From an optimization exercise on the open Yosys and OpenROAD flow, aimed at small area, a short achievable clock period and few clock cycles per item; shortcuts taken in it are not production practice.
Only simulation tests tie the RTL to the original design; equivalence was not proved.

<file path="design/flow/standard.sh">
#!/bin/bash
# synth_recipe.tcl (not shown) runs the flow's synth.tcl, then flattens the netlist and writes it again
# the make line also repeats each setting of config.mk as NAME=value (left out here)
make -C /OpenROAD-flow-scripts/flow DESIGN_CONFIG=/design/flow/config.mk WORK_HOME=/design/flow/orfs CLKGATE_MAP_FILE= SYNTH_SCRIPT=/design/flow/synth_recipe.tcl "${@:-finish}"
</file>
<file path="design/flow/constraint.sdc">
create_clock -name core_clock -period 12.0 [get_ports {clk}]
set_input_delay 2.4000 -clock core_clock [delete_from_list [all_inputs] [get_ports {clk}]]
set_output_delay 2.4000 -clock core_clock [all_outputs]
set_load 0.01 [all_outputs]
</file>
<file path="design/flow/design.v">
module geofence (clk, reset, X, Y, valid, is_inside);
input clk;
input reset;
input [9:0] X;
input [9:0] Y;
output valid;
output is_inside;
reg  [3:0] cnt;       
reg  [9:0] px, py;
reg  [9:0] dmx, dmy, rmx, rmy, lmx, lmy;    
reg        dsx, dsy, rsx, rsy, lsx, lsy;    
reg        in_flag;
wire [10:0] ex = {1'b0, X} - {1'b0, px};
wire [10:0] ey = {1'b0, Y} - {1'b0, py};
wire        nx = ex[10], ny = ey[10];
wire [9:0]  ox, oy;
assign ox[0] = 1'b0;
assign oy[0] = 1'b0;
genvar j;
generate
    for (j = 1; j < 10; j = j + 1) begin : g_abs
        assign ox[j] = ox[j-1] | ex[j-1];
        assign oy[j] = oy[j-1] | ey[j-1];
    end
endgenerate
wire        zx = ~(ox[9] | ex[9]), zy = ~(oy[9] | ey[9]);    
always @(posedge clk) begin
    dmx <= ex[9:0] ^ ({10{nx}} & ox);
    dmy <= ey[9:0] ^ ({10{ny}} & oy);
    dsx <= nx | (zx & ny);
    dsy <= ny | (zy & ~nx);
end
wire tie = ~dsy;
wire npa, nql;
wire pa = ~npa, ql = ~nql;
cross_pos u_a (.usx(rsx), .umx(rmx), .usy(rsy), .umy(rmy),
               .wsx(dsx), .wmx(dmx), .wsy(dsy), .wmy(dmy), .tie(tie), .npos(npa));
cross_pos u_b (.usx(lsx), .umx(lmx), .usy(lsy), .umy(lmy),
               .wsx(dsx), .wmx(dmx), .wsy(dsy), .wmy(dmy), .tie(tie), .npos(nql));
wire pb = ~ql;        
always @(posedge clk or posedge reset) begin
    if (reset)            cnt <= 4'd0;
    else if (cnt[3])      cnt <= 4'd0;
    else                  cnt <= cnt + 4'd1;
end
wire first = (cnt == 4'd2);
always @(posedge clk) begin
    if (cnt == 4'd0) begin
        px <= X;
        py <= Y;
    end
    if (first || (!pa && pb)) begin
        rmx <= dmx; rsx <= dsx; rmy <= dmy; rsy <= dsy;
    end
    if (first || (pa && !pb)) begin
        lmx <= dmx; lsx <= dsx; lmy <= dmy; lsy <= dsy;
    end
    if (first)                          in_flag <= 1'b0;
    else if (!pa && !pb)               in_flag <= 1'b1;
end
assign valid = cnt[3];
assign is_inside = in_flag;
endmodule
module cross_pos (usx, umx, usy, umy, wsx, wmx, wsy, wmy, tie, npos);
input usx, usy, wsx, wsy, tie;
input [9:0] umx, umy, wmx, wmy;
output npos;            
wire sa = usx ^ wsy;    
wire sb = usy ^ wsx;    
wire t = tie ^ sa;      
wire nsa = ~sa;
wire k1;
wire k2;
wire k3;
wire k4;
wire k5;
wire k6;
wire k7;
wire k8;
wire k9;
wire k10;
wire k11;
wire k12;
wire k13;
wire k14;
wire k15;
wire k16;
wire k17;
wire k18;
wire k19;
wire k20;
wire k21;
wire k22;
wire k23;
wire k24;
wire k25;
wire k26;
wire k27;
wire k28;
wire k29;
wire k30;
wire k31;
wire k32;
wire k33;
wire k34;
wire k35;
wire k36;
wire k37;
wire k38;
wire k39;
wire k40;
wire k41;
wire k42;
wire k43;
wire k44;
wire k45;
wire k46;
wire k47;
wire k48;
wire k49;
wire k50;
wire k51;
wire k52;
wire k53;
wire k54;
wire k55;
wire k56;
wire k57;
wire k58;
wire k59;
wire k60;
wire k61;
wire k62;
wire k63;
wire k64;
wire k65;
wire k66;
wire k67;
wire k68;
wire k69;
wire k70;
wire k71;
wire k72;
wire k73;
wire k74;
wire k75;
wire k76;
wire k77;
wire k78;
wire k79;
wire k80;
wire k81;
wire k82;
wire k83;
wire k84;
wire k85;
wire k86;
wire k87;
wire k88;
wire k89;
wire k90;
wire k91;
wire k92;
wire k93;
wire k94;
wire k95;
wire k96;
wire k97;
wire k98;
wire k99;
wire k100;
wire k101;
wire k102;
wire k103;
wire k104;
wire k105;
wire k106;
wire k107;
wire k108;
wire k109;
wire k110;
wire k111;
wire k112;
wire k113;
wire k114;
wire k115;
wire k116;
wire k117;
wire k118;
wire k119;
wire k120;
wire k121;
wire k122;
wire k123;
wire k124;
wire k125;
wire k126;
wire k127;
wire k128;
wire k129;
wire k130;
wire k131;
wire k132;
wire k133;
wire k134;
wire k135;
wire k136;
wire k137;
wire k138;
wire k139;
wire k140;
wire k141;
wire k142;
wire k143;
wire k144;
wire k145;
wire k146;
wire k147;
wire k148;
wire k149;
wire k150;
wire k151;
wire k152;
wire k153;
wire k154;
wire k155;
wire k156;
wire k157;
wire k158;
wire k159;
wire k160;
wire k161;
wire k162;
wire k163;
wire k164;
wire k165;
wire k166;
wire k167;
wire k168;
wire k169;
wire k170;
wire k171;
wire k172;
wire k173;
wire k174;
wire k175;
wire k176;
wire k177;
wire k178;
wire k179;
wire k180;
wire k181;
wire k182;
wire k183;
wire k184;
wire k185;
wire k186;
wire k187;
wire k188;
wire k189;
wire k190;
wire k191;
wire k192;
wire k193;
wire k194;
wire k195;
wire k196;
wire k197;
wire k198;
wire k199;
wire k200;
wire k201;
wire k202;
wire k203;
wire k204;
wire k205;
wire k206;
wire k207;
wire k208;
wire k209;
wire k210;
wire k211;
wire k212;
wire k213;
wire k214;
wire k215;
wire k216;
wire k217;
wire k218;
wire k219;
wire k220;
wire k221;
wire k222;
wire k223;
wire k224;
wire k225;
wire k226;
wire k227;
wire s228;
wire c229;
wire s230;
wire c231;
wire k232;
wire k233;
wire s234;
wire c235;
wire s236;
wire c237;
wire s238;
wire c239;
wire s240;
wire c241;
wire s242;
wire c243;
wire s244;
wire c245;
wire s246;
wire c247;
wire s248;
wire c249;
wire s250;
wire c251;
wire s252;
wire c253;
wire s254;
wire c255;
wire s256;
wire c257;
wire s258;
wire c259;
wire s260;
wire c261;
wire s262;
wire c263;
wire s264;
wire c265;
wire s266;
wire c267;
wire s268;
wire c269;
wire s270;
wire c271;
wire s272;
wire c273;
wire s274;
wire c275;
wire s276;
wire c277;
wire s278;
wire c279;
wire s280;
wire c281;
wire s282;
wire c283;
wire k284;
wire k285;
wire k286;
wire k287;
wire s288;
wire c289;
wire s290;
wire c291;
wire s292;
wire c293;
wire s294;
wire c295;
wire s296;
wire c297;
wire s298;
wire c299;
wire s300;
wire c301;
wire s302;
wire c303;
wire s304;
wire c305;
wire s306;
wire c307;
wire s308;
wire c309;
wire s310;
wire c311;
wire s312;
wire c313;
wire s314;
wire c315;
wire s316;
wire c317;
wire s318;
wire c319;
wire s320;
wire c321;
wire s322;
wire c323;
wire s324;
wire c325;
wire s326;
wire c327;
wire s328;
wire c329;
wire s330;
wire c331;
wire s332;
wire c333;
wire s334;
wire c335;
wire s336;
wire c337;
wire s338;
wire c339;
wire s340;
wire c341;
wire s342;
wire c343;
wire s344;
wire c345;
wire s346;
wire c347;
wire s348;
wire c349;
wire s350;
wire c351;
wire s352;
wire c353;
wire s354;
wire c355;
wire s356;
wire c357;
wire s358;
wire c359;
wire s360;
wire c361;
wire s362;
wire c363;
wire k364;
wire k365;
wire k366;
wire s367;
wire c368;
wire s369;
wire c370;
wire s371;
wire c372;
wire s373;
wire c374;
wire s375;
wire c376;
wire s377;
wire c378;
wire s379;
wire c380;
wire s381;
wire c382;
wire s383;
wire c384;
wire s385;
wire c386;
wire s387;
wire c388;
wire s389;
wire c390;
wire s391;
wire c392;
wire s393;
wire c394;
wire s395;
wire c396;
wire s397;
wire c398;
wire s399;
wire c400;
wire s401;
wire c402;
wire s403;
wire c404;
wire s405;
wire c406;
wire s407;
wire c408;
wire s409;
wire c410;
wire s411;
wire c412;
wire s413;
wire c414;
wire s415;
wire c416;
wire s417;
wire c418;
wire s419;
wire c420;
wire s421;
wire c422;
wire s423;
wire c424;
wire s425;
wire c426;
wire s427;
wire c428;
wire s429;
wire c430;
wire s431;
wire c432;
wire s433;
wire c434;
wire s435;
wire c436;
wire s437;
wire c438;
wire s439;
wire c440;
wire s441;
wire c442;
wire s443;
wire c444;
wire k445;
wire s446;
wire c447;
wire s448;
wire c449;
wire s450;
wire c451;
wire s452;
wire c453;
wire s454;
wire c455;
wire s456;
wire c457;
wire s458;
wire c459;
wire s460;
wire c461;
wire s462;
wire c463;
wire s464;
wire c465;
wire s466;
wire c467;
wire s468;
wire c469;
wire s470;
wire c471;
wire s472;
wire c473;
wire s474;
wire c475;
wire s476;
wire c477;
wire s478;
wire c479;
wire s480;
wire c481;
wire s482;
wire c483;
wire s484;
wire c485;
wire s486;
wire c487;
wire s488;
wire c489;
wire s490;
wire c491;
wire s492;
wire c493;
wire s494;
wire c495;
wire s496;
wire c497;
wire s498;
wire c499;
wire s500;
wire c501;
wire s502;
wire c503;
wire s504;
wire c505;
wire s506;
wire c507;
wire s508;
wire c509;
wire s510;
wire c511;
wire s512;
wire c513;
wire s514;
wire c515;
wire s516;
wire c517;
wire s518;
wire c519;
wire s520;
wire c521;
wire s522;
wire c523;
wire s524;
wire c525;
wire s526;
wire c527;
wire s528;
wire c529;
wire s530;
wire c531;
wire s532;
wire c533;
wire s534;
wire c535;
wire s536;
wire c537;
wire s538;
wire c539;
wire s540;
wire c541;
wire s542;
wire c543;
wire s544;
wire c545;
wire s546;
wire c547;
wire s548;
wire c549;
wire s550;
wire c551;
wire s552;
wire c553;
wire s554;
wire c555;
wire s556;
wire c557;
wire s558;
wire c559;
wire s560;
wire c561;
wire s562;
wire c563;
wire s564;
wire c565;
wire s566;
wire c567;
wire s568;
wire c569;
wire s570;
wire c571;
wire s572;
wire c573;
wire s574;
wire c575;
wire s576;
wire c577;
wire s578;
wire c579;
wire s580;
wire c581;
wire s582;
wire c583;
wire k584;
wire k585;
wire k586;
wire k587;
wire k588;
wire k589;
wire k590;
wire k591;
wire k592;
wire k593;
wire k594;
wire k595;
wire k596;
wire k597;
wire k598;
wire k599;
wire k600;
wire k601;
wire k602;
wire k603;
wire k604;
wire k605;
wire k606;
wire k607;
wire k608;
wire k609;
wire k610;
wire k611;
wire k612;
wire k613;
wire k614;
wire k615;
wire k616;
wire k617;
wire k618;
wire k619;
wire k620;
wire k621;
wire k622;
wire k623;
wire k624;
wire k625;
wire k626;
wire k627;
wire k628;
wire k629;
wire k630;
wire k631;
wire k632;
wire k633;
wire k634;
wire k635;
wire k636;
wire k637;
wire k638;
wire k639;
wire k640;
wire k641;
wire k642;
wire k643;
wire k644;
wire k645;
wire k646;
wire k647;
wire k648;
wire k649;
wire k650;
wire k651;
wire k652;
wire k653;
wire k654;
wire k655;
wire k656;
wire k657;
wire k658;
wire k659;
inv_cell uk1 (.a(umx[0]), .y(k1));
inv_cell uk2 (.a(umx[1]), .y(k2));
inv_cell uk3 (.a(umx[2]), .y(k3));
inv_cell uk4 (.a(umx[3]), .y(k4));
inv_cell uk5 (.a(umx[4]), .y(k5));
inv_cell uk6 (.a(umx[5]), .y(k6));
inv_cell uk7 (.a(umx[6]), .y(k7));
inv_cell uk8 (.a(umx[7]), .y(k8));
inv_cell uk9 (.a(umx[8]), .y(k9));
inv_cell uk10 (.a(umx[9]), .y(k10));
inv_cell uk11 (.a(wmy[0]), .y(k11));
inv_cell uk12 (.a(wmy[1]), .y(k12));
inv_cell uk13 (.a(wmy[2]), .y(k13));
inv_cell uk14 (.a(wmy[3]), .y(k14));
inv_cell uk15 (.a(wmy[4]), .y(k15));
inv_cell uk16 (.a(wmy[5]), .y(k16));
inv_cell uk17 (.a(wmy[6]), .y(k17));
inv_cell uk18 (.a(wmy[7]), .y(k18));
inv_cell uk19 (.a(wmy[8]), .y(k19));
inv_cell uk20 (.a(wmy[9]), .y(k20));
nor2_cell uk21 (.a(k1), .b(k11), .y(k21));
nand2_cell uk22 (.a(umy[0]), .b(wmx[0]), .y(k22));
nor2_cell uk23 (.a(k1), .b(k12), .y(k23));
nand2_cell uk24 (.a(umy[0]), .b(wmx[1]), .y(k24));
nor2_cell uk25 (.a(k1), .b(k13), .y(k25));
nand2_cell uk26 (.a(umy[0]), .b(wmx[2]), .y(k26));
nor2_cell uk27 (.a(k1), .b(k14), .y(k27));
nand2_cell uk28 (.a(umy[0]), .b(wmx[3]), .y(k28));
nor2_cell uk29 (.a(k1), .b(k15), .y(k29));
nand2_cell uk30 (.a(umy[0]), .b(wmx[4]), .y(k30));
nor2_cell uk31 (.a(k1), .b(k16), .y(k31));
nand2_cell uk32 (.a(umy[0]), .b(wmx[5]), .y(k32));
nor2_cell uk33 (.a(k1), .b(k17), .y(k33));
nand2_cell uk34 (.a(umy[0]), .b(wmx[6]), .y(k34));
nor2_cell uk35 (.a(k1), .b(k18), .y(k35));
nand2_cell uk36 (.a(umy[0]), .b(wmx[7]), .y(k36));
nor2_cell uk37 (.a(k1), .b(k19), .y(k37));
nand2_cell uk38 (.a(umy[0]), .b(wmx[8]), .y(k38));
nor2_cell uk39 (.a(k1), .b(k20), .y(k39));
nand2_cell uk40 (.a(umy[0]), .b(wmx[9]), .y(k40));
nor2_cell uk41 (.a(k2), .b(k11), .y(k41));
nand2_cell uk42 (.a(umy[1]), .b(wmx[0]), .y(k42));
nor2_cell uk43 (.a(k2), .b(k12), .y(k43));
nand2_cell uk44 (.a(umy[1]), .b(wmx[1]), .y(k44));
nor2_cell uk45 (.a(k2), .b(k13), .y(k45));
nand2_cell uk46 (.a(umy[1]), .b(wmx[2]), .y(k46));
nor2_cell uk47 (.a(k2), .b(k14), .y(k47));
nand2_cell uk48 (.a(umy[1]), .b(wmx[3]), .y(k48));
nor2_cell uk49 (.a(k2), .b(k15), .y(k49));
nand2_cell uk50 (.a(umy[1]), .b(wmx[4]), .y(k50));
nor2_cell uk51 (.a(k2), .b(k16), .y(k51));
nand2_cell uk52 (.a(umy[1]), .b(wmx[5]), .y(k52));
nor2_cell uk53 (.a(k2), .b(k17), .y(k53));
nand2_cell uk54 (.a(umy[1]), .b(wmx[6]), .y(k54));
nor2_cell uk55 (.a(k2), .b(k18), .y(k55));
nand2_cell uk56 (.a(umy[1]), .b(wmx[7]), .y(k56));
nor2_cell uk57 (.a(k2), .b(k19), .y(k57));
nand2_cell uk58 (.a(umy[1]), .b(wmx[8]), .y(k58));
nor2_cell uk59 (.a(k2), .b(k20), .y(k59));
nand2_cell uk60 (.a(umy[1]), .b(wmx[9]), .y(k60));
nor2_cell uk61 (.a(k3), .b(k11), .y(k61));
nand2_cell uk62 (.a(umy[2]), .b(wmx[0]), .y(k62));
nor2_cell uk63 (.a(k3), .b(k12), .y(k63));
nand2_cell uk64 (.a(umy[2]), .b(wmx[1]), .y(k64));
nor2_cell uk65 (.a(k3), .b(k13), .y(k65));
nand2_cell uk66 (.a(umy[2]), .b(wmx[2]), .y(k66));
nor2_cell uk67 (.a(k3), .b(k14), .y(k67));
nand2_cell uk68 (.a(umy[2]), .b(wmx[3]), .y(k68));
nor2_cell uk69 (.a(k3), .b(k15), .y(k69));
nand2_cell uk70 (.a(umy[2]), .b(wmx[4]), .y(k70));
nor2_cell uk71 (.a(k3), .b(k16), .y(k71));
nand2_cell uk72 (.a(umy[2]), .b(wmx[5]), .y(k72));
nor2_cell uk73 (.a(k3), .b(k17), .y(k73));
nand2_cell uk74 (.a(umy[2]), .b(wmx[6]), .y(k74));
nor2_cell uk75 (.a(k3), .b(k18), .y(k75));
nand2_cell uk76 (.a(umy[2]), .b(wmx[7]), .y(k76));
nor2_cell uk77 (.a(k3), .b(k19), .y(k77));
nand2_cell uk78 (.a(umy[2]), .b(wmx[8]), .y(k78));
nor2_cell uk79 (.a(k3), .b(k20), .y(k79));
nand2_cell uk80 (.a(umy[2]), .b(wmx[9]), .y(k80));
nor2_cell uk81 (.a(k4), .b(k11), .y(k81));
nand2_cell uk82 (.a(umy[3]), .b(wmx[0]), .y(k82));
nor2_cell uk83 (.a(k4), .b(k12), .y(k83));
nand2_cell uk84 (.a(umy[3]), .b(wmx[1]), .y(k84));
nor2_cell uk85 (.a(k4), .b(k13), .y(k85));
nand2_cell uk86 (.a(umy[3]), .b(wmx[2]), .y(k86));
nor2_cell uk87 (.a(k4), .b(k14), .y(k87));
nand2_cell uk88 (.a(umy[3]), .b(wmx[3]), .y(k88));
nor2_cell uk89 (.a(k4), .b(k15), .y(k89));
nand2_cell uk90 (.a(umy[3]), .b(wmx[4]), .y(k90));
nor2_cell uk91 (.a(k4), .b(k16), .y(k91));
nand2_cell uk92 (.a(umy[3]), .b(wmx[5]), .y(k92));
nor2_cell uk93 (.a(k4), .b(k17), .y(k93));
nand2_cell uk94 (.a(umy[3]), .b(wmx[6]), .y(k94));
nor2_cell uk95 (.a(k4), .b(k18), .y(k95));
nand2_cell uk96 (.a(umy[3]), .b(wmx[7]), .y(k96));
nor2_cell uk97 (.a(k4), .b(k19), .y(k97));
nand2_cell uk98 (.a(umy[3]), .b(wmx[8]), .y(k98));
nor2_cell uk99 (.a(k4), .b(k20), .y(k99));
nand2_cell uk100 (.a(umy[3]), .b(wmx[9]), .y(k100));
nor2_cell uk101 (.a(k5), .b(k11), .y(k101));
nand2_cell uk102 (.a(umy[4]), .b(wmx[0]), .y(k102));
nor2_cell uk103 (.a(k5), .b(k12), .y(k103));
nand2_cell uk104 (.a(umy[4]), .b(wmx[1]), .y(k104));
nor2_cell uk105 (.a(k5), .b(k13), .y(k105));
nand2_cell uk106 (.a(umy[4]), .b(wmx[2]), .y(k106));
nor2_cell uk107 (.a(k5), .b(k14), .y(k107));
nand2_cell uk108 (.a(umy[4]), .b(wmx[3]), .y(k108));
nor2_cell uk109 (.a(k5), .b(k15), .y(k109));
nand2_cell uk110 (.a(umy[4]), .b(wmx[4]), .y(k110));
nor2_cell uk111 (.a(k5), .b(k16), .y(k111));
nand2_cell uk112 (.a(umy[4]), .b(wmx[5]), .y(k112));
nor2_cell uk113 (.a(k5), .b(k17), .y(k113));
nand2_cell uk114 (.a(umy[4]), .b(wmx[6]), .y(k114));
nor2_cell uk115 (.a(k5), .b(k18), .y(k115));
nand2_cell uk116 (.a(umy[4]), .b(wmx[7]), .y(k116));
nor2_cell uk117 (.a(k5), .b(k19), .y(k117));
nand2_cell uk118 (.a(umy[4]), .b(wmx[8]), .y(k118));
nor2_cell uk119 (.a(k5), .b(k20), .y(k119));
nand2_cell uk120 (.a(umy[4]), .b(wmx[9]), .y(k120));
nor2_cell uk121 (.a(k6), .b(k11), .y(k121));
nand2_cell uk122 (.a(umy[5]), .b(wmx[0]), .y(k122));
nor2_cell uk123 (.a(k6), .b(k12), .y(k123));
nand2_cell uk124 (.a(umy[5]), .b(wmx[1]), .y(k124));
nor2_cell uk125 (.a(k6), .b(k13), .y(k125));
nand2_cell uk126 (.a(umy[5]), .b(wmx[2]), .y(k126));
nor2_cell uk127 (.a(k6), .b(k14), .y(k127));
nand2_cell uk128 (.a(umy[5]), .b(wmx[3]), .y(k128));
nor2_cell uk129 (.a(k6), .b(k15), .y(k129));
nand2_cell uk130 (.a(umy[5]), .b(wmx[4]), .y(k130));
nor2_cell uk131 (.a(k6), .b(k16), .y(k131));
nand2_cell uk132 (.a(umy[5]), .b(wmx[5]), .y(k132));
nor2_cell uk133 (.a(k6), .b(k17), .y(k133));
nand2_cell uk134 (.a(umy[5]), .b(wmx[6]), .y(k134));
nor2_cell uk135 (.a(k6), .b(k18), .y(k135));
nand2_cell uk136 (.a(umy[5]), .b(wmx[7]), .y(k136));
nor2_cell uk137 (.a(k6), .b(k19), .y(k137));
nand2_cell uk138 (.a(umy[5]), .b(wmx[8]), .y(k138));
nor2_cell uk139 (.a(k6), .b(k20), .y(k139));
nand2_cell uk140 (.a(umy[5]), .b(wmx[9]), .y(k140));
nor2_cell uk141 (.a(k7), .b(k11), .y(k141));
nand2_cell uk142 (.a(umy[6]), .b(wmx[0]), .y(k142));
nor2_cell uk143 (.a(k7), .b(k12), .y(k143));
nand2_cell uk144 (.a(umy[6]), .b(wmx[1]), .y(k144));
nor2_cell uk145 (.a(k7), .b(k13), .y(k145));
nand2_cell uk146 (.a(umy[6]), .b(wmx[2]), .y(k146));
nor2_cell uk147 (.a(k7), .b(k14), .y(k147));
nand2_cell uk148 (.a(umy[6]), .b(wmx[3]), .y(k148));
nor2_cell uk149 (.a(k7), .b(k15), .y(k149));
nand2_cell uk150 (.a(umy[6]), .b(wmx[4]), .y(k150));
nor2_cell uk151 (.a(k7), .b(k16), .y(k151));
nand2_cell uk152 (.a(umy[6]), .b(wmx[5]), .y(k152));
nor2_cell uk153 (.a(k7), .b(k17), .y(k153));
nand2_cell uk154 (.a(umy[6]), .b(wmx[6]), .y(k154));
nor2_cell uk155 (.a(k7), .b(k18), .y(k155));
nand2_cell uk156 (.a(umy[6]), .b(wmx[7]), .y(k156));
nor2_cell uk157 (.a(k7), .b(k19), .y(k157));
nand2_cell uk158 (.a(umy[6]), .b(wmx[8]), .y(k158));
nor2_cell uk159 (.a(k7), .b(k20), .y(k159));
nand2_cell uk160 (.a(umy[6]), .b(wmx[9]), .y(k160));
nor2_cell uk161 (.a(k8), .b(k11), .y(k161));
nand2_cell uk162 (.a(umy[7]), .b(wmx[0]), .y(k162));
nor2_cell uk163 (.a(k8), .b(k12), .y(k163));
nand2_cell uk164 (.a(umy[7]), .b(wmx[1]), .y(k164));
nor2_cell uk165 (.a(k8), .b(k13), .y(k165));
nand2_cell uk166 (.a(umy[7]), .b(wmx[2]), .y(k166));
nor2_cell uk167 (.a(k8), .b(k14), .y(k167));
nand2_cell uk168 (.a(umy[7]), .b(wmx[3]), .y(k168));
nor2_cell uk169 (.a(k8), .b(k15), .y(k169));
nand2_cell uk170 (.a(umy[7]), .b(wmx[4]), .y(k170));
nor2_cell uk171 (.a(k8), .b(k16), .y(k171));
nand2_cell uk172 (.a(umy[7]), .b(wmx[5]), .y(k172));
nor2_cell uk173 (.a(k8), .b(k17), .y(k173));
nand2_cell uk174 (.a(umy[7]), .b(wmx[6]), .y(k174));
nor2_cell uk175 (.a(k8), .b(k18), .y(k175));
nand2_cell uk176 (.a(umy[7]), .b(wmx[7]), .y(k176));
nor2_cell uk177 (.a(k8), .b(k19), .y(k177));
nand2_cell uk178 (.a(umy[7]), .b(wmx[8]), .y(k178));
nor2_cell uk179 (.a(k8), .b(k20), .y(k179));
nand2_cell uk180 (.a(umy[7]), .b(wmx[9]), .y(k180));
nor2_cell uk181 (.a(k9), .b(k11), .y(k181));
nand2_cell uk182 (.a(umy[8]), .b(wmx[0]), .y(k182));
nor2_cell uk183 (.a(k9), .b(k12), .y(k183));
nand2_cell uk184 (.a(umy[8]), .b(wmx[1]), .y(k184));
nor2_cell uk185 (.a(k9), .b(k13), .y(k185));
nand2_cell uk186 (.a(umy[8]), .b(wmx[2]), .y(k186));
nor2_cell uk187 (.a(k9), .b(k14), .y(k187));
nand2_cell uk188 (.a(umy[8]), .b(wmx[3]), .y(k188));
nor2_cell uk189 (.a(k9), .b(k15), .y(k189));
nand2_cell uk190 (.a(umy[8]), .b(wmx[4]), .y(k190));
nor2_cell uk191 (.a(k9), .b(k16), .y(k191));
nand2_cell uk192 (.a(umy[8]), .b(wmx[5]), .y(k192));
nor2_cell uk193 (.a(k9), .b(k17), .y(k193));
nand2_cell uk194 (.a(umy[8]), .b(wmx[6]), .y(k194));
nor2_cell uk195 (.a(k9), .b(k18), .y(k195));
nand2_cell uk196 (.a(umy[8]), .b(wmx[7]), .y(k196));
nor2_cell uk197 (.a(k9), .b(k19), .y(k197));
nand2_cell uk198 (.a(umy[8]), .b(wmx[8]), .y(k198));
nor2_cell uk199 (.a(k9), .b(k20), .y(k199));
nand2_cell uk200 (.a(umy[8]), .b(wmx[9]), .y(k200));
nor2_cell uk201 (.a(k10), .b(k11), .y(k201));
nand2_cell uk202 (.a(umy[9]), .b(wmx[0]), .y(k202));
nor2_cell uk203 (.a(k10), .b(k12), .y(k203));
nand2_cell uk204 (.a(umy[9]), .b(wmx[1]), .y(k204));
nor2_cell uk205 (.a(k10), .b(k13), .y(k205));
nand2_cell uk206 (.a(umy[9]), .b(wmx[2]), .y(k206));
nor2_cell uk207 (.a(k10), .b(k14), .y(k207));
nand2_cell uk208 (.a(umy[9]), .b(wmx[3]), .y(k208));
nor2_cell uk209 (.a(k10), .b(k15), .y(k209));
nand2_cell uk210 (.a(umy[9]), .b(wmx[4]), .y(k210));
nor2_cell uk211 (.a(k10), .b(k16), .y(k211));
nand2_cell uk212 (.a(umy[9]), .b(wmx[5]), .y(k212));
nor2_cell uk213 (.a(k10), .b(k17), .y(k213));
nand2_cell uk214 (.a(umy[9]), .b(wmx[6]), .y(k214));
nor2_cell uk215 (.a(k10), .b(k18), .y(k215));
nand2_cell uk216 (.a(umy[9]), .b(wmx[7]), .y(k216));
nor2_cell uk217 (.a(k10), .b(k19), .y(k217));
nand2_cell uk218 (.a(umy[9]), .b(wmx[8]), .y(k218));
nor2_cell uk219 (.a(k10), .b(k20), .y(k219));
nand2_cell uk220 (.a(umy[9]), .b(wmx[9]), .y(k220));
xnor2_cell uk221 (.a(k111), .b(k112), .y(k221));
or2_cell uk222 (.a(k111), .b(k112), .y(k222));
inv_cell uk223 (.a(k113), .y(k223));
xnor2_cell uk224 (.a(k105), .b(k106), .y(k224));
or2_cell uk225 (.a(k105), .b(k106), .y(k225));
xnor2_cell uk226 (.a(k107), .b(k108), .y(k226));
or2_cell uk227 (.a(k107), .b(k108), .y(k227));
fa_cell us228 (.a(k125), .b(k126), .c(k143), .s(s228), .co(c229));
assign s230 = k144 ^ k161;
assign c231 = k144 & k161;
xnor2_cell uk232 (.a(k109), .b(k110), .y(k232));
or2_cell uk233 (.a(k109), .b(k110), .y(k233));
fa_cell us234 (.a(k127), .b(k128), .c(k145), .s(s234), .co(c235));
fa_cell us236 (.a(k146), .b(k163), .c(k164), .s(s236), .co(c237));
fa_cell us238 (.a(k181), .b(k182), .c(k37), .s(s238), .co(c239));
assign s240 = k38 ^ k55;
assign c241 = k38 & k55;
fa_cell us242 (.a(k129), .b(k130), .c(k147), .s(s242), .co(c243));
fa_cell us244 (.a(k148), .b(k165), .c(k166), .s(s244), .co(c245));
fa_cell us246 (.a(k183), .b(k184), .c(k201), .s(s246), .co(c247));
fa_cell us248 (.a(k202), .b(k39), .c(k40), .s(s248), .co(c249));
fa_cell us250 (.a(k57), .b(k58), .c(k75), .s(s250), .co(c251));
assign s252 = k76 ^ k93;
assign c253 = k76 & k93;
fa_cell us254 (.a(k114), .b(k131), .c(k132), .s(s254), .co(c255));
fa_cell us256 (.a(k149), .b(k150), .c(k167), .s(s256), .co(c257));
fa_cell us258 (.a(k168), .b(k185), .c(k186), .s(s258), .co(c259));
fa_cell us260 (.a(k203), .b(k204), .c(k59), .s(s260), .co(c261));
fa_cell us262 (.a(k60), .b(k77), .c(k78), .s(s262), .co(c263));
fa_cell us264 (.a(k95), .b(k96), .c(k222), .s(s264), .co(c265));
fa_cell us266 (.a(k115), .b(k116), .c(k133), .s(s266), .co(c267));
fa_cell us268 (.a(k134), .b(k151), .c(k152), .s(s268), .co(c269));
fa_cell us270 (.a(k169), .b(k170), .c(k187), .s(s270), .co(c271));
fa_cell us272 (.a(k188), .b(k205), .c(k206), .s(s272), .co(c273));
fa_cell us274 (.a(k79), .b(k80), .c(k97), .s(s274), .co(c275));
fa_cell us276 (.a(k100), .b(k117), .c(k118), .s(s276), .co(c277));
fa_cell us278 (.a(k135), .b(k136), .c(k153), .s(s278), .co(c279));
fa_cell us280 (.a(k154), .b(k171), .c(k172), .s(s280), .co(c281));
fa_cell us282 (.a(k119), .b(k120), .c(k137), .s(s282), .co(c283));
xnor2_cell uk284 (.a(k101), .b(k102), .y(k284));
or2_cell uk285 (.a(k101), .b(k102), .y(k285));
xnor2_cell uk286 (.a(k103), .b(k104), .y(k286));
or2_cell uk287 (.a(k103), .b(k104), .y(k287));
fa_cell us288 (.a(k121), .b(k122), .c(k31), .s(s288), .co(c289));
assign s290 = k32 ^ k49;
assign c291 = k32 & k49;
fa_cell us292 (.a(k123), .b(k124), .c(k141), .s(s292), .co(c293));
fa_cell us294 (.a(k142), .b(k33), .c(k34), .s(s294), .co(c295));
fa_cell us296 (.a(k51), .b(k52), .c(k69), .s(s296), .co(c297));
assign s298 = k70 ^ k87;
assign c299 = k70 & k87;
fa_cell us300 (.a(k162), .b(k35), .c(k36), .s(s300), .co(c301));
fa_cell us302 (.a(k53), .b(k54), .c(k71), .s(s302), .co(c303));
fa_cell us304 (.a(k72), .b(k89), .c(k90), .s(s304), .co(c305));
fa_cell us306 (.a(k225), .b(k226), .c(s230), .s(s306), .co(c307));
fa_cell us308 (.a(k56), .b(k73), .c(k74), .s(s308), .co(c309));
fa_cell us310 (.a(k91), .b(k92), .c(k227), .s(s310), .co(c311));
fa_cell us312 (.a(c231), .b(k232), .c(s240), .s(s312), .co(c313));
fa_cell us314 (.a(c229), .b(s234), .c(s236), .s(s314), .co(c315));
fa_cell us316 (.a(k94), .b(k233), .c(c241), .s(s316), .co(c317));
fa_cell us318 (.a(k221), .b(s252), .c(c235), .s(s318), .co(c319));
fa_cell us320 (.a(c237), .b(c239), .c(s242), .s(s320), .co(c321));
fa_cell us322 (.a(s244), .b(s246), .c(s248), .s(s322), .co(c323));
fa_cell us324 (.a(c253), .b(k223), .c(c243), .s(s324), .co(c325));
fa_cell us326 (.a(c245), .b(c247), .c(c249), .s(s326), .co(c327));
fa_cell us328 (.a(c251), .b(s254), .c(s256), .s(s328), .co(c329));
fa_cell us330 (.a(s258), .b(s260), .c(s262), .s(s330), .co(c331));
fa_cell us332 (.a(k98), .b(k113), .c(c255), .s(s332), .co(c333));
fa_cell us334 (.a(c257), .b(c259), .c(c261), .s(s334), .co(c335));
fa_cell us336 (.a(c263), .b(s266), .c(s268), .s(s336), .co(c337));
fa_cell us338 (.a(s270), .b(s272), .c(s274), .s(s338), .co(c339));
fa_cell us340 (.a(k189), .b(k190), .c(k207), .s(s340), .co(c341));
fa_cell us342 (.a(k208), .b(k99), .c(c267), .s(s342), .co(c343));
fa_cell us344 (.a(c269), .b(c271), .c(c273), .s(s344), .co(c345));
fa_cell us346 (.a(c275), .b(s276), .c(s278), .s(s346), .co(c347));
fa_cell us348 (.a(k138), .b(k155), .c(k156), .s(s348), .co(c349));
fa_cell us350 (.a(k173), .b(k174), .c(k191), .s(s350), .co(c351));
fa_cell us352 (.a(k192), .b(k209), .c(k210), .s(s352), .co(c353));
fa_cell us354 (.a(c277), .b(c279), .c(c281), .s(s354), .co(c355));
fa_cell us356 (.a(k139), .b(k140), .c(k157), .s(s356), .co(c357));
fa_cell us358 (.a(k158), .b(k175), .c(k176), .s(s358), .co(c359));
fa_cell us360 (.a(k193), .b(k194), .c(k211), .s(s360), .co(c361));
fa_cell us362 (.a(k159), .b(k160), .c(k177), .s(s362), .co(c363));
inv_cell uk364 (.a(k25), .y(k364));
xnor2_cell uk365 (.a(k27), .b(k28), .y(k365));
or2_cell uk366 (.a(k27), .b(k28), .y(k366));
fa_cell us367 (.a(k45), .b(k46), .c(k63), .s(s367), .co(c368));
fa_cell us369 (.a(k29), .b(k30), .c(k47), .s(s369), .co(c370));
fa_cell us371 (.a(k48), .b(k65), .c(k66), .s(s371), .co(c372));
assign s373 = k83 ^ k84;
assign c374 = k83 & k84;
fa_cell us375 (.a(k50), .b(k67), .c(k68), .s(s375), .co(c376));
fa_cell us377 (.a(k85), .b(k86), .c(k285), .s(s377), .co(c378));
fa_cell us379 (.a(k286), .b(s290), .c(s288), .s(s379), .co(c380));
fa_cell us381 (.a(k88), .b(k287), .c(c291), .s(s381), .co(c382));
fa_cell us383 (.a(k224), .b(s298), .c(c289), .s(s383), .co(c384));
fa_cell us385 (.a(s292), .b(s294), .c(s296), .s(s385), .co(c386));
fa_cell us387 (.a(c299), .b(c293), .c(c295), .s(s387), .co(c388));
fa_cell us389 (.a(c297), .b(s228), .c(s300), .s(s389), .co(c390));
fa_cell us391 (.a(s302), .b(s304), .c(s306), .s(s391), .co(c392));
fa_cell us393 (.a(c301), .b(c303), .c(c305), .s(s393), .co(c394));
fa_cell us395 (.a(s238), .b(s308), .c(s310), .s(s395), .co(c396));
fa_cell us397 (.a(c307), .b(s312), .c(s314), .s(s397), .co(c398));
fa_cell us399 (.a(c309), .b(s250), .c(c311), .s(s399), .co(c400));
fa_cell us401 (.a(c313), .b(s316), .c(c315), .s(s401), .co(c402));
fa_cell us403 (.a(s318), .b(s320), .c(s322), .s(s403), .co(c404));
fa_cell us405 (.a(c317), .b(s264), .c(c319), .s(s405), .co(c406));
fa_cell us407 (.a(c321), .b(c323), .c(s324), .s(s407), .co(c408));
fa_cell us409 (.a(s326), .b(s328), .c(s330), .s(s409), .co(c410));
fa_cell us411 (.a(c265), .b(c325), .c(c327), .s(s411), .co(c412));
fa_cell us413 (.a(c329), .b(c331), .c(s332), .s(s413), .co(c414));
fa_cell us415 (.a(s334), .b(s336), .c(s338), .s(s415), .co(c416));
fa_cell us417 (.a(s280), .b(s340), .c(c333), .s(s417), .co(c418));
fa_cell us419 (.a(c335), .b(c337), .c(c339), .s(s419), .co(c420));
fa_cell us421 (.a(s342), .b(s344), .c(s346), .s(s421), .co(c422));
fa_cell us423 (.a(c341), .b(s282), .c(s348), .s(s423), .co(c424));
fa_cell us425 (.a(s350), .b(s352), .c(c343), .s(s425), .co(c426));
fa_cell us427 (.a(c345), .b(c347), .c(s354), .s(s427), .co(c428));
fa_cell us429 (.a(k212), .b(c283), .c(c349), .s(s429), .co(c430));
fa_cell us431 (.a(c351), .b(c353), .c(s356), .s(s431), .co(c432));
fa_cell us433 (.a(s358), .b(s360), .c(c355), .s(s433), .co(c434));
fa_cell us435 (.a(k178), .b(k195), .c(k196), .s(s435), .co(c436));
fa_cell us437 (.a(k213), .b(k214), .c(c357), .s(s437), .co(c438));
fa_cell us439 (.a(c359), .b(c361), .c(s362), .s(s439), .co(c440));
fa_cell us441 (.a(k179), .b(k180), .c(k197), .s(s441), .co(c442));
fa_cell us443 (.a(k198), .b(k215), .c(k216), .s(s443), .co(c444));
inv_cell uk445 (.a(k23), .y(k445));
fa_cell us446 (.a(k26), .b(k43), .c(k44), .s(s446), .co(c447));
assign s448 = k61 ^ k62;
assign c449 = k61 & k62;
fa_cell us450 (.a(k64), .b(k81), .c(k82), .s(s450), .co(c451));
fa_cell us452 (.a(k25), .b(k365), .c(s367), .s(s452), .co(c453));
fa_cell us454 (.a(k366), .b(k284), .c(s373), .s(s454), .co(c455));
fa_cell us456 (.a(c368), .b(s369), .c(s371), .s(s456), .co(c457));
fa_cell us458 (.a(c374), .b(c370), .c(c372), .s(s458), .co(c459));
fa_cell us460 (.a(s375), .b(s377), .c(s379), .s(s460), .co(c461));
fa_cell us462 (.a(c376), .b(c378), .c(s381), .s(s462), .co(c463));
fa_cell us464 (.a(c380), .b(s383), .c(s385), .s(s464), .co(c465));
fa_cell us466 (.a(c382), .b(c384), .c(c386), .s(s466), .co(c467));
fa_cell us468 (.a(s387), .b(s389), .c(s391), .s(s468), .co(c469));
fa_cell us470 (.a(c388), .b(c390), .c(s393), .s(s470), .co(c471));
fa_cell us472 (.a(s395), .b(c392), .c(s397), .s(s472), .co(c473));
fa_cell us474 (.a(c394), .b(c396), .c(s399), .s(s474), .co(c475));
fa_cell us476 (.a(c398), .b(s401), .c(s403), .s(s476), .co(c477));
fa_cell us478 (.a(c400), .b(c402), .c(s405), .s(s478), .co(c479));
fa_cell us480 (.a(c404), .b(s407), .c(s409), .s(s480), .co(c481));
fa_cell us482 (.a(c406), .b(c408), .c(s411), .s(s482), .co(c483));
fa_cell us484 (.a(c410), .b(s413), .c(s415), .s(s484), .co(c485));
fa_cell us486 (.a(c412), .b(c414), .c(s417), .s(s486), .co(c487));
fa_cell us488 (.a(c416), .b(s419), .c(s421), .s(s488), .co(c489));
fa_cell us490 (.a(s423), .b(c418), .c(c420), .s(s490), .co(c491));
fa_cell us492 (.a(s425), .b(c422), .c(s427), .s(s492), .co(c493));
fa_cell us494 (.a(c424), .b(s429), .c(s431), .s(s494), .co(c495));
fa_cell us496 (.a(c426), .b(c428), .c(s433), .s(s496), .co(c497));
fa_cell us498 (.a(s435), .b(c430), .c(c432), .s(s498), .co(c499));
fa_cell us500 (.a(s437), .b(s439), .c(c434), .s(s500), .co(c501));
fa_cell us502 (.a(c363), .b(c436), .c(s441), .s(s502), .co(c503));
fa_cell us504 (.a(s443), .b(c438), .c(c440), .s(s504), .co(c505));
fa_cell us506 (.a(k199), .b(k200), .c(k217), .s(s506), .co(c507));
fa_cell us508 (.a(k218), .b(c442), .c(c444), .s(s508), .co(c509));
assign s510 = k24 ^ k41;
assign c511 = k24 & k41;
fa_cell us512 (.a(k23), .b(k364), .c(s448), .s(s512), .co(c513));
fa_cell us514 (.a(c449), .b(c447), .c(s450), .s(s514), .co(c515));
fa_cell us516 (.a(c451), .b(s454), .c(c453), .s(s516), .co(c517));
fa_cell us518 (.a(c455), .b(c457), .c(s458), .s(s518), .co(c519));
fa_cell us520 (.a(c459), .b(s462), .c(c461), .s(s520), .co(c521));
fa_cell us522 (.a(c463), .b(c465), .c(s466), .s(s522), .co(c523));
fa_cell us524 (.a(c467), .b(s470), .c(c469), .s(s524), .co(c525));
fa_cell us526 (.a(c471), .b(s474), .c(c473), .s(s526), .co(c527));
fa_cell us528 (.a(c475), .b(s478), .c(c477), .s(s528), .co(c529));
fa_cell us530 (.a(c479), .b(s482), .c(c481), .s(s530), .co(c531));
fa_cell us532 (.a(c483), .b(s486), .c(c485), .s(s532), .co(c533));
fa_cell us534 (.a(c487), .b(s490), .c(c489), .s(s534), .co(c535));
fa_cell us536 (.a(s494), .b(c491), .c(c493), .s(s536), .co(c537));
fa_cell us538 (.a(c495), .b(s498), .c(s500), .s(s538), .co(c539));
fa_cell us540 (.a(s502), .b(c499), .c(s504), .s(s540), .co(c541));
fa_cell us542 (.a(s506), .b(c503), .c(s508), .s(s542), .co(c543));
fa_cell us544 (.a(k219), .b(k220), .c(c507), .s(s544), .co(c545));
assign s546 = t ^ k21;
assign c547 = t & k21;
fa_cell us548 (.a(k42), .b(k445), .c(s510), .s(s548), .co(c549));
fa_cell us550 (.a(c511), .b(s446), .c(s512), .s(s550), .co(c551));
fa_cell us552 (.a(c513), .b(s452), .c(s514), .s(s552), .co(c553));
fa_cell us554 (.a(c515), .b(s456), .c(s516), .s(s554), .co(c555));
fa_cell us556 (.a(c517), .b(s518), .c(s460), .s(s556), .co(c557));
fa_cell us558 (.a(c519), .b(s464), .c(s520), .s(s558), .co(c559));
fa_cell us560 (.a(s468), .b(c521), .c(s522), .s(s560), .co(c561));
fa_cell us562 (.a(c523), .b(s472), .c(s524), .s(s562), .co(c563));
fa_cell us564 (.a(s476), .b(c525), .c(s526), .s(s564), .co(c565));
fa_cell us566 (.a(s480), .b(c527), .c(s528), .s(s566), .co(c567));
fa_cell us568 (.a(s484), .b(c529), .c(s530), .s(s568), .co(c569));
fa_cell us570 (.a(s488), .b(c531), .c(s532), .s(s570), .co(c571));
fa_cell us572 (.a(s492), .b(c533), .c(s534), .s(s572), .co(c573));
fa_cell us574 (.a(s496), .b(s536), .c(c535), .s(s574), .co(c575));
fa_cell us576 (.a(c497), .b(s538), .c(c537), .s(s576), .co(c577));
fa_cell us578 (.a(c501), .b(s540), .c(c539), .s(s578), .co(c579));
fa_cell us580 (.a(c505), .b(s542), .c(c541), .s(s580), .co(c581));
fa_cell us582 (.a(c509), .b(s544), .c(c543), .s(s582), .co(c583));
nand2_cell uk584 (.a(s546), .b(k22), .y(k584));
nand2_cell uk585 (.a(c547), .b(s548), .y(k585));
nor2_cell uk586 (.a(c547), .b(s548), .y(k586));
nand2_cell uk587 (.a(c549), .b(s550), .y(k587));
nor2_cell uk588 (.a(c549), .b(s550), .y(k588));
nand2_cell uk589 (.a(c551), .b(s552), .y(k589));
nor2_cell uk590 (.a(c551), .b(s552), .y(k590));
nand2_cell uk591 (.a(c553), .b(s554), .y(k591));
nor2_cell uk592 (.a(c553), .b(s554), .y(k592));
nand2_cell uk593 (.a(c555), .b(s556), .y(k593));
nor2_cell uk594 (.a(c555), .b(s556), .y(k594));
nand2_cell uk595 (.a(c557), .b(s558), .y(k595));
nor2_cell uk596 (.a(c557), .b(s558), .y(k596));
nand2_cell uk597 (.a(c559), .b(s560), .y(k597));
nor2_cell uk598 (.a(c559), .b(s560), .y(k598));
nand2_cell uk599 (.a(c561), .b(s562), .y(k599));
nor2_cell uk600 (.a(c561), .b(s562), .y(k600));
nand2_cell uk601 (.a(c563), .b(s564), .y(k601));
nor2_cell uk602 (.a(c563), .b(s564), .y(k602));
nand2_cell uk603 (.a(c565), .b(s566), .y(k603));
nor2_cell uk604 (.a(c565), .b(s566), .y(k604));
nand2_cell uk605 (.a(c567), .b(s568), .y(k605));
nor2_cell uk606 (.a(c567), .b(s568), .y(k606));
nand2_cell uk607 (.a(c569), .b(s570), .y(k607));
nor2_cell uk608 (.a(c569), .b(s570), .y(k608));
nand2_cell uk609 (.a(c571), .b(s572), .y(k609));
nor2_cell uk610 (.a(c571), .b(s572), .y(k610));
nand2_cell uk611 (.a(c573), .b(s574), .y(k611));
nor2_cell uk612 (.a(c573), .b(s574), .y(k612));
nand2_cell uk613 (.a(c575), .b(s576), .y(k613));
nor2_cell uk614 (.a(c575), .b(s576), .y(k614));
nand2_cell uk615 (.a(c577), .b(s578), .y(k615));
nor2_cell uk616 (.a(c577), .b(s578), .y(k616));
nand2_cell uk617 (.a(c579), .b(s580), .y(k617));
nor2_cell uk618 (.a(c579), .b(s580), .y(k618));
nand2_cell uk619 (.a(c581), .b(s582), .y(k619));
nor2_cell uk620 (.a(c581), .b(s582), .y(k620));
nand2_cell uk621 (.a(c583), .b(c545), .y(k621));
nor2_cell uk622 (.a(c583), .b(c545), .y(k622));
oai21_cell uk623 (.a1(k622), .a2(k619), .b1(k621), .y(k623));
nor2_cell uk624 (.a(k622), .b(k620), .y(k624));
oai21_cell uk625 (.a1(k618), .a2(k615), .b1(k617), .y(k625));
nor2_cell uk626 (.a(k618), .b(k616), .y(k626));
oai21_cell uk627 (.a1(k614), .a2(k611), .b1(k613), .y(k627));
nor2_cell uk628 (.a(k614), .b(k612), .y(k628));
oai21_cell uk629 (.a1(k610), .a2(k607), .b1(k609), .y(k629));
nor2_cell uk630 (.a(k610), .b(k608), .y(k630));
oai21_cell uk631 (.a1(k606), .a2(k603), .b1(k605), .y(k631));
nor2_cell uk632 (.a(k606), .b(k604), .y(k632));
oai21_cell uk633 (.a1(k602), .a2(k599), .b1(k601), .y(k633));
nor2_cell uk634 (.a(k602), .b(k600), .y(k634));
oai21_cell uk635 (.a1(k598), .a2(k595), .b1(k597), .y(k635));
nor2_cell uk636 (.a(k598), .b(k596), .y(k636));
oai21_cell uk637 (.a1(k594), .a2(k591), .b1(k593), .y(k637));
nor2_cell uk638 (.a(k594), .b(k592), .y(k638));
oai21_cell uk639 (.a1(k590), .a2(k587), .b1(k589), .y(k639));
nor2_cell uk640 (.a(k590), .b(k588), .y(k640));
oai21_cell uk641 (.a1(k586), .a2(k584), .b1(k585), .y(k641));
aoi21_cell uk642 (.a1(k624), .a2(k625), .b1(k623), .y(k642));
nand2_cell uk643 (.a(k624), .b(k626), .y(k643));
aoi21_cell uk644 (.a1(k628), .a2(k629), .b1(k627), .y(k644));
nand2_cell uk645 (.a(k628), .b(k630), .y(k645));
aoi21_cell uk646 (.a1(k632), .a2(k633), .b1(k631), .y(k646));
nand2_cell uk647 (.a(k632), .b(k634), .y(k647));
aoi21_cell uk648 (.a1(k636), .a2(k637), .b1(k635), .y(k648));
nand2_cell uk649 (.a(k636), .b(k638), .y(k649));
aoi21_cell uk650 (.a1(k640), .a2(k641), .b1(k639), .y(k650));
oai21_cell uk651 (.a1(k643), .a2(k644), .b1(k642), .y(k651));
nor2_cell uk652 (.a(k643), .b(k645), .y(k652));
oai21_cell uk653 (.a1(k647), .a2(k648), .b1(k646), .y(k653));
nor2_cell uk654 (.a(k647), .b(k649), .y(k654));
inv_cell uk655 (.a(k650), .y(k655));
aoi21_cell uk656 (.a1(k652), .a2(k653), .b1(k651), .y(k656));
nand2_cell uk657 (.a(k652), .b(k654), .y(k657));
inv_cell uk658 (.a(k655), .y(k658));
oai21_cell uk659 (.a1(k657), .a2(k658), .b1(k656), .y(k659));
mux2i_cell u_sel (.s(k659), .a1(nsa), .a0(sb), .y(npos));
endmodule
module xnor2_cell (a, b, y);
input a, b;
output y;
assign y = ~(a ^ b);
endmodule
module or2_cell (a, b, y);
input a, b;
output y;
assign y = a | b;
endmodule
module nand2_cell (a, b, y);
input a, b;
output y;
assign y = ~(a & b);
endmodule
module nor2_cell (a, b, y);
input a, b;
output y;
assign y = ~(a | b);
endmodule
module inv_cell (a, y);
input a;
output y;
assign y = ~a;
endmodule
module aoi21_cell (a1, a2, b1, y);
input a1, a2, b1;
output y;
assign y = ~((a1 & a2) | b1);
endmodule
module oai21_cell (a1, a2, b1, y);
input a1, a2, b1;
output y;
assign y = ~((a1 | a2) & b1);
endmodule
module mux2i_cell (s, a1, a0, y);
input s, a1, a0;
output y;
assign y = ~(s ? a1 : a0);
endmodule
module fa_cell (a, b, c, s, co);
input a, b, c;
output s, co;
assign s = a ^ b ^ c;
assign co = (a & b) | (a & c) | (b & c);
endmodule
</file>
<file path="design/flow/config.mk">
export PLATFORM = sky130hd
export DESIGN_NAME = geofence
export DESIGN_NICKNAME = geofence
export VERILOG_FILES = /design/flow/design.v
export SDC_FILE = /design/flow/constraint.sdc
export NUM_CORES = 4
export LEC_CHECK = 0
export ABC_CLOCK_PERIOD_IN_PS = 4000
export CAP_MARGIN = 20
export CORE_MARGIN = 2
export CORE_UTILIZATION = 55
export SLEW_MARGIN = 20
export SYNTH_HIERARCHICAL = 1
</file>
<file path="design/flow/flow/run.sh">
#!/bin/bash
set -euo pipefail
bash standard.sh SETUP_SLACK_MARGIN=6.25 finish > standard.log 2>&1
</file>
==> flow_metrics.env, run 1 <==
export IMPL_sequential_share_of_the_synthesized_area_pct=18.5
export IMPL_globalRouteTotalUtil_pct=28.0
export IMPL_worst_clock_skew_on_the_final_layout_ns=0.0114
export IMPL_path_max_fanout=11
export IMPL_buffers_added_on_ports=23
export IMPL_timing_hold_violations_final=0
export IMPL_overall_via_count_from_detail_route=9709
export IMPL_final_instance_count_excl_fill=1723
export IMPL_synth_lib_cells_used_distinct=57
export IMPL_worstPathCellList="inv_1, nor2_1, fa_1, fa_1, fa_1, fa_1, fa_1, fa_1, nor2_1, nor2_1, nand2_1, nor2_1, nand2_1, o21ai_4, mux2i_4, buf_4, o21bai_4, buf_12"
export IMPL_layout_commonest_cell="sky130_fd_sc_hd__fa_1"
export IMPL_placed_cells_incl_taps=1637
export IMPL_num_antenna_cells=0
export IMPL_post_route_period_util_pct=47.2
export IMPL_ant_nets=0
export IMPL_cts_tree="done"
export IMPL_rows=57
export IMPL_die_area_mm2=0.0257
export IMPL_crit_buf_inv=3
export IMPL_final_layout_size_suffix_gt1_share_pct=12.1
export IMPL_yosys_warnings=7
export IMPL_final_max_slew_viol_count=0
export IMPL_final_util_pct=62.9
export IMPL_firstDrtPassIters=5
export IMPL_synthesis_nets=1676
export IMPL_start_util_pct=55.6
export IMPL_wl_mm=34.2
export IMPL_overflow=0
export IMPL_worstSkewPairLatency_ns=0.34
export IMPL_h_tree_levels=3
export IMPL_clk_path_buf_depth=2
export IMPL_place_detailed_hpwl_mm=25.6
export IMPL_dieHeight_um=160
export IMPL_placedInstanceArea_mm2=0.0141
export IMPL_share_of_async_settable_or_async_resettable_flops_after_synthesis_pct=4.40
export IMPL_max_slew_headroom_pct=51.5
export IMPL_postSynthCellCount=1283
export IMPL_cts_buffers_inserted=9
export IMPL_worst_ep_required_time_ns=12.10
export IMPL_areaGrowthSynthToFinish_pct=13.1
export IMPL_slowest_delay_ns=0.56
export IMPL_synth_edff_count=64
export IMPL_cts_sinks=91
export IMPL_gp_congestion=0.864
export IMPL_cp_data_arrival_time_ns=5.76
export IMPL_path_clk_slew_ns=0.07
export IMPL_synth_ff_type="sky130_fd_sc_hd__edfxtp_1"
export IMPL_largest_net_degree_at_the_start_of_global_routing=23
export IMPL_worstMarginPinSlew_ns=0.725
export IMPL_dr_iter_0_viols=609
export IMPL_setup_viol_count_final=0
export IMPL_yosys_register_bits=91
export IMPL_fin_tns_setup_ns=0
export IMPL_layout_common_cells="sky130_fd_sc_hd__fa_1 (330), sky130_fd_sc_hd__nor2_1 (276), sky130_fd_sc_hd__nand2_1 (271)"
export IMPL_cpLargestDelayFamily="adder cells"
export IMPL_clock_fmax_mhz=177
export IMPL_grt_setup_unrepaired="false"
export IMPL_boundary_pins=24
export IMPL_kind_of_end_point_of_the_critical_path="flop"
export IMPL_via_count_of_the_first_global_routing_pass=10593
export IMPL_floorplan_die_width_um=160
export IMPL_antenna_violations_before_repair=0
export IMPL_critPathLaunchType="flop"
export IMPL_routedWlPerCell_um=19.8
export IMPL_post_route_min_period_ns=5.66
export IMPL_route_detailed_drc=0
export IMPL_crit_top_cell="sky130_fd_sc_hd__fa_1"
export IMPL_pre_cts_slack_ns=5.46
export IMPL_route_detailed_vias_per_inst=5.63
export IMPL_post_synthesis_instance_area_mm2=0.0135
export IMPL_postLayoutSetupSlackWorst_ns=6.34
export IMPL_final_nets=1787
export IMPL_critPathKind="reg -> reg"
export IMPL_hp_class="reg -> reg"
export IMPL_average_cell_area_after_synthesis_um2=10.5
export IMPL_drv_max_cap_violation_count=0
export IMPL_core_area_mm2=0.0242
export IMPL_run_status="complete, no violations"
export IMPL_ctsRootBufferMaster="sky130_fd_sc_hd__clkbuf_16"
export IMPL_grt_pass1_wl_mm=55.4
export IMPL_worst_path_max_delay_cell="sky130_fd_sc_hd__fa_1"
export IMPL_post_route_cell_area_mm2=0.0152
[final timing paths]
kind                            cells past startpoint  slack, ns    from  endpoint
worst max-delay path                               18       6.34  rmx[2]    lmx[6]
max in group asynchronous                           2       9.61   reset    cnt[3]
worst max register to register                     18       6.34  rmx[2]    lmx[6]
worst min register to register                      1       0.46  cnt[0]    cnt[0]
worst min-delay path                                1       0.46  cnt[0]    cnt[0]
min in group asynchronous                           2       2.25   reset    cnt[1]
[what timing repair did]
item / 4_1_cts / 5_1_grt
buffers inserted: 6 / 62
endpoints found under the setup margin: 45 / 45
hold buffers: 0 / 0
gates cloned: 2 / 0
pin swaps: 1 / 1
resized for setup: 15 / 46
[kinds of logic (layout without fill, tap and decap cells)]
logic type	count (synthesis)	count (layout)	synth area share, %
fa+ha+maj	371	371	52.9
buf+inv	81	195	2.27
mux	4	4	0.391
simple gates	593	593	17.4
compound gates	94	96	4.95
xor+xnor	49	49	3.61
flops	91	91	18.5
[cell type report]
type,count,area [µm²]
multi-input cells,1113,10800
fillers,1974,8970
clock inverters,6,53.8
repair buffers,99,813
clock buffers,10,239
inverters,80,409
well taps,324,405
flip-flops and latches,91,2510
[per-stage QoR]
| stage | hold slack [ns] |
|---|---|
| finish | 0.459 |
| global route | 0.494 |
| CTS | 0.462 |
| detailed placement | 0.453 |
| global placement | 0.449 |
| floorplan | 0.432 |
[worst reg2reg max path: stages (launching register included)]
cell and delay [ns]:
sky130_fd_sc_hd__edfxtp_1 0.36, sky130_fd_sc_hd__inv_1 0.38, sky130_fd_sc_hd__nor2_1 0.14, sky130_fd_sc_hd__fa_1 0.51
sky130_fd_sc_hd__fa_1 0.56, sky130_fd_sc_hd__fa_1 0.46, sky130_fd_sc_hd__fa_1 0.39, sky130_fd_sc_hd__fa_1 0.45
sky130_fd_sc_hd__fa_1 0.53, sky130_fd_sc_hd__nor2_1 0.07, sky130_fd_sc_hd__nor2_1 0.17, sky130_fd_sc_hd__nand2_1 0.10
sky130_fd_sc_hd__nor2_1 0.19, sky130_fd_sc_hd__nand2_1 0.12, sky130_fd_sc_hd__o21ai_4 0.21, sky130_fd_sc_hd__mux2i_4 0.36
sky130_fd_sc_hd__buf_4 0.18, sky130_fd_sc_hd__o21bai_4 0.08, sky130_fd_sc_hd__buf_12 0.15
[per-module statistics from Yosys (local to each module, per instance), excerpt]
| module | cell area [µm²] | copies in the design | flops+latches | cells inside |
|---|---|---|---|---|
| aoi21_cell | 8.76 | 12 | 0 | 1 |
| cross_pos | 154 | 2 | 0 | 12 |
| fa_cell | 20.0 | 328 | 0 | 1 |
| geofence | 4010 | 1 | 91 | 303 |
| mux2i_cell | 10.0 | 2 | 0 | 1 |
| nor2_cell | 3.75 | 260 | 0 | 1 |
| oai21_cell | 5.00 | 26 | 0 | 1 |
| xnor2_cell | 8.76 | 14 | 0 | 1 |
[registers in the layout, indices dropped and copies added, names as in the netlist, 4 cells and up]
register	cells
rmx	10
lmx	10
cnt	4
dmy	10
rmy	10
dmx	10
lmy	10
py	10
px	10
[synthesized netlist by cell type (all sizes together), types with 3 or more instances]
cell	instances	area share, %
xor2	10	0.71
or2	16	0.74
edfxtp	64	14
inv	80	2.2
xnor2	37	2.5
ha	41	3.8
dfxtp	23	3.4
fa	330	49
mux2i	4	0.39
a211oi	3	0.20
nand2b	3	0.14
nor2b	5	0.23
nand2	271	7.6
a21oi	27	1.3
o21a	4	0.22
nor2	278	7.8
o21ai	32	1.2
dfrtp	4	0.74
o211ai	4	0.33
nor3	5	0.19
a21o	5	0.30
[per-layer routing]
layer / vias to the layer above / GRT usage [%] / share of wire [%] / wire length (µm)
li1: 4280 / - / - / -
met2: 428 / 46.3 / 49 / 16800
met3: 65 / 4.24 / 7.3 / 2480
met1: 4936 / 38.6 / 41 / 14000
met4: 0 / 9.01 / 2.7 / 909
met5: - / 0 / 0 / 0
Testbench counts, summed over its fixed seeds: cycles 10,800, objects 1,200.
==> run 2: changes to the inputs <==
--- a/design/flow/config.mk
+++ b/design/flow/config.mk
@@ -8,6 +8,6 @@
 export ABC_CLOCK_PERIOD_IN_PS = 4000
 export CAP_MARGIN = 20
 export CORE_MARGIN = 2
-export CORE_UTILIZATION = 55
+export CORE_UTILIZATION = 40
 export SLEW_MARGIN = 20
 export SYNTH_HIERARCHICAL = 1
==> flow_metrics.env, run 2 <==
export IMPL_kind_of_end_point_of_the_critical_path="flop"
export IMPL_final_layout_size_suffix_gt1_share_pct=9.61
export IMPL_route_detailed_vias_per_inst=5.25
export IMPL_synth_edff_count=64
export IMPL_run_status="complete, no violations"
export IMPL_max_slew_headroom_pct=26.5
export IMPL_cp_data_arrival_time_ns=5.61
export IMPL_floorplan_die_width_um=187
export IMPL_ys_top_cells_by_count="sky130_fd_sc_hd__fa_1 (330), sky130_fd_sc_hd__nor2_1 (278), sky130_fd_sc_hd__nand2_1 (271), sky130_fd_sc_hd__inv_1 (80), sky130_fd_sc_hd__edfxtp_1 (64)"
export IMPL_worstMarginPinSlew_ns=1.10
export IMPL_wl_mm=33.7
export IMPL_pre_cts_slack_ns=5.43
export IMPL_postSynthCellCount=1283
export IMPL_worst_path_max_delay_cell="sky130_fd_sc_hd__fa_1"
export IMPL_post_synthesis_instance_area_mm2=0.0135
export IMPL_cts_tree="done"
export IMPL_crit_reg2reg_launch="lmx[5]"
export IMPL_critPathKind="reg -> reg"
export IMPL_layout_common_cells="sky130_fd_sc_hd__fa_1 (330), sky130_fd_sc_hd__nor2_1 (277), sky130_fd_sc_hd__nand2_1 (271)"
export IMPL_h_tree_levels=3
export IMPL_crit_top_cell="sky130_fd_sc_hd__fa_1"
export IMPL_overall_via_count_from_detail_route=9564
export IMPL_gr_usage_met1_pct=26.9
export IMPL_final_max_slew_viol_count=0
export IMPL_clock_fmax_mhz=181
export IMPL_cts_sinks=91
export IMPL_place_detailed_hpwl_mm=25.4
export IMPL_final_nets=1762
export IMPL_yosys_register_bits=91
export IMPL_path_max_fanout=11
export IMPL_fin_tns_setup_ns=0
export IMPL_postLayoutSetupSlackWorst_ns=6.48
export IMPL_dieHeight_um=187
export IMPL_timing_hold_ws_ns=0.460
export IMPL_antenna_violations_before_repair=0
export IMPL_hp_class="reg -> reg"
export IMPL_die_area_mm2=0.0351
export IMPL_synthDominantCellAreaShare_pct=49.1
export IMPL_worst_clock_skew_on_the_final_layout_ns=0.00850
export IMPL_worst_r2r_cell_count=18
export IMPL_met2_layer_usage_reported_by_global_route_pct=34.4
export IMPL_routedWlPerCell_um=18.5
export IMPL_largest_net_degree_at_the_start_of_global_routing=23
export IMPL_firstDrtPassIters=5
export IMPL_start_util_pct=40.4
export IMPL_cts_buffers_inserted=9
export IMPL_netlist_top_cell_by_area="sky130_fd_sc_hd__fa_1"
export IMPL_timing_hold_violations_final=0
export IMPL_slowest_delay_ns=0.58
export IMPL_overflow=0
export IMPL_ant_nets=0
export IMPL_synth_lib_cells_used_distinct=57
export IMPL_groute_layer_met3_usage_pct=2.40
export IMPL_grt_busiest_layer="met2"
export IMPL_areaGrowthSynthToFinish_pct=12.5
export IMPL_boundary_pins=24
export IMPL_synth_ff_type="sky130_fd_sc_hd__edfxtp_1"
export IMPL_worstReg2RegEnd="lmx[9]"
export IMPL_timing_critical_path_from="lmx[5]"
export IMPL_rows=67
export IMPL_worst_r2r_setup_slack_ns=6.48
export IMPL_layout_commonest_cell="sky130_fd_sc_hd__fa_1"
export IMPL_synth_most_common_cell="sky130_fd_sc_hd__fa_1"
export IMPL_buffers_added_on_ports=23
export IMPL_dr_iter_0_viols=602
export IMPL_setup_viol_count_final=0
export IMPL_crit_path_end="lmx[9]"
export IMPL_average_cell_area_after_synthesis_um2=10.5
export IMPL_core_area_mm2=0.0333
export IMPL_path_clk_slew_ns=0.07
export IMPL_num_antenna_cells=0
export IMPL_final_util_pct=45.5
export IMPL_critPathLaunchType="flop"
export IMPL_grt_setup_unrepaired="false"
export IMPL_yosys_warnings=7
export IMPL_gp_congestion=0.867
export IMPL_share_of_async_settable_or_async_resettable_flops_after_synthesis_pct=4.40
export IMPL_sequential_share_of_the_synthesized_area_pct=18.5
export IMPL_worstPathCellList="inv_1, nor2_1, fa_1, fa_1, fa_1, fa_1, fa_1, fa_1, nor2_1, nor2_1, nand2_1, nor2_1, nand2_1, o21ai_2, mux2i_4, buf_4, o21bai_4, buf_12"
export IMPL_route_detailed_drc=0
export IMPL_ctsHoldBuffers=0
export IMPL_ctsRootBufferMaster="sky130_fd_sc_hd__clkbuf_16"
export IMPL_post_route_period_util_pct=46.0
export IMPL_clk_path_buf_depth=2
export IMPL_globalRouteTotalUtil_pct=20.1
export IMPL_synthesis_nets=1676
export IMPL_ys_top_cells_by_area="sky130_fd_sc_hd__fa_1 (49%), sky130_fd_sc_hd__edfxtp_1 (14%), sky130_fd_sc_hd__nor2_1 (7.8%)"
export IMPL_drv_max_cap_violation_count=0
export IMPL_via_count_of_the_first_global_routing_pass=10574
export IMPL_grt_pass1_wl_mm=55.3
export IMPL_worst_ep_required_time_ns=12.09
export IMPL_post_route_min_period_ns=5.52
export IMPL_worstSkewPairLatency_ns=0.33
-- run 2: changes by cell type in the layout (fill, tap and decap cells not counted), moves of 2 or more --
cell | before | now
sky130_fd_sc_hd__clkinv_4 | 0 | 3
sky130_fd_sc_hd__inv_8 | 2 | 0
sky130_fd_sc_hd__inv_1 | 51 | 61
sky130_fd_sc_hd__buf_4 | 75 | 49
sky130_fd_sc_hd__clkinvlp_4 | 29 | 19
sky130_fd_sc_hd__dfxtp_4 | 4 | 7
sky130_fd_sc_hd__dfxtp_2 | 9 | 7
-- run 2: cells by family after synthesis --
logic type	count (synthesis)	synth area share (%)
simple gates	593	17.4
compound gates	94	4.95
buf+inv	81	2.27
xor+xnor	49	3.61
flops	91	18.5
mux	4	0.391
fa+ha+maj	371	52.9
-- run 2: what timing repair did --
item                                    4_1_cts  5_1_grt
setup buffers                                 6       39
gates cloned                                  2        1
pin swaps                                     1        1
resized for setup                            22       31
endpoints found under the setup margin       45       45
-- run 2: through the flow --
step,cells,area (µm²)
global placement,1758,14300
global route,1822,15100
CTS,1782,14700
floorplan,1283,13500
detailed placement,1758,14300
finish,1822,15100
-- run 2: critical path: cells and delay by family, from the launching register on --
kind / cells / cell delay (ns)
multiplexers: 1 / 0.35
flip-flops: 1 / 0.36
buffers and inverters: 3 / 0.67
adder cells (fa/ha/maj): 6 / 2.87
AO/OA/AOI/OAI: 2 / 0.32
AND/OR/NAND/NOR: 6 / 0.71
-- run 2: worst min path at each step --
stage	depth (start not counted)	end	start
final	1	cnt[0]	cnt[0]
after CTS	1	cnt[0]	cnt[0]
after global routing	1	cnt[0]	cnt[0]
after global placement	1	cnt[0]	cnt[0]
after detailed placement	1	cnt[0]	cnt[0]
after floorplan	1	cnt[0]	cnt[0]
-- run 2: cell type report --
type / instances / area, µm²
fillers: 3093 / 18100
multi-input cells: 1113 / 10800
flip-flops and latches: 91 / 2520
repair buffers: 73 / 618
well taps: 448 / 561
inverters: 80 / 372
clock buffers: 10 / 229
clock inverters: 6 / 73.8
repair inverters: 1 / 5.00
-- run 2: metal layers --
layer  up-vias  part of all wire [%]
li1       4232                     -
met1      4881                    41
met2       381                    50
met3        70                   6.1
met4         0                   2.7
met5         -                     0
-- run 2: Yosys stat by module, one instance, submodules excluded --
module      times used  cells inside
aoi21_cell          12             1
cross_pos            2            12
fa_cell            328             1
geofence             1           303
inv_cell            50             1
mux2i_cell           2             1
nand2_cell         250             1
nor2_cell          260             1
oai21_cell          26             1
or2_cell            14             1
xnor2_cell          14             1

-- afterwards: timing with drivers on the ports --
The flow's constraints put no driver on any port. The routed layouts listed below were extracted and timed again, unchanged, in two steps. Step 1 sets driving cells, clkbuf_16 on the clock port and buf_2 on the other inputs (assumed; they add their load-dependent delay and slew). Step 2 times the ports against the registers' clock, not the clock port: input delays grow and output delays shrink by t, the midpoint of the rising clock arrivals with the driver on. Three values: no drivers, after step 1, after step 2; two values: the first two.
run	shift t [ns]	setup slack, ns	worst hold slack (ns)	worst data-port slew with drivers (ns)
run 1	0.376	6.341 / 6.341 / 6.341	0.459 / 0.459 / 0.459	0.04
run 2	0.367	6.484 / 6.484 / 6.484	0.460 / 0.460 / 0.460	0.05
After both steps every run listed still meets setup and hold.
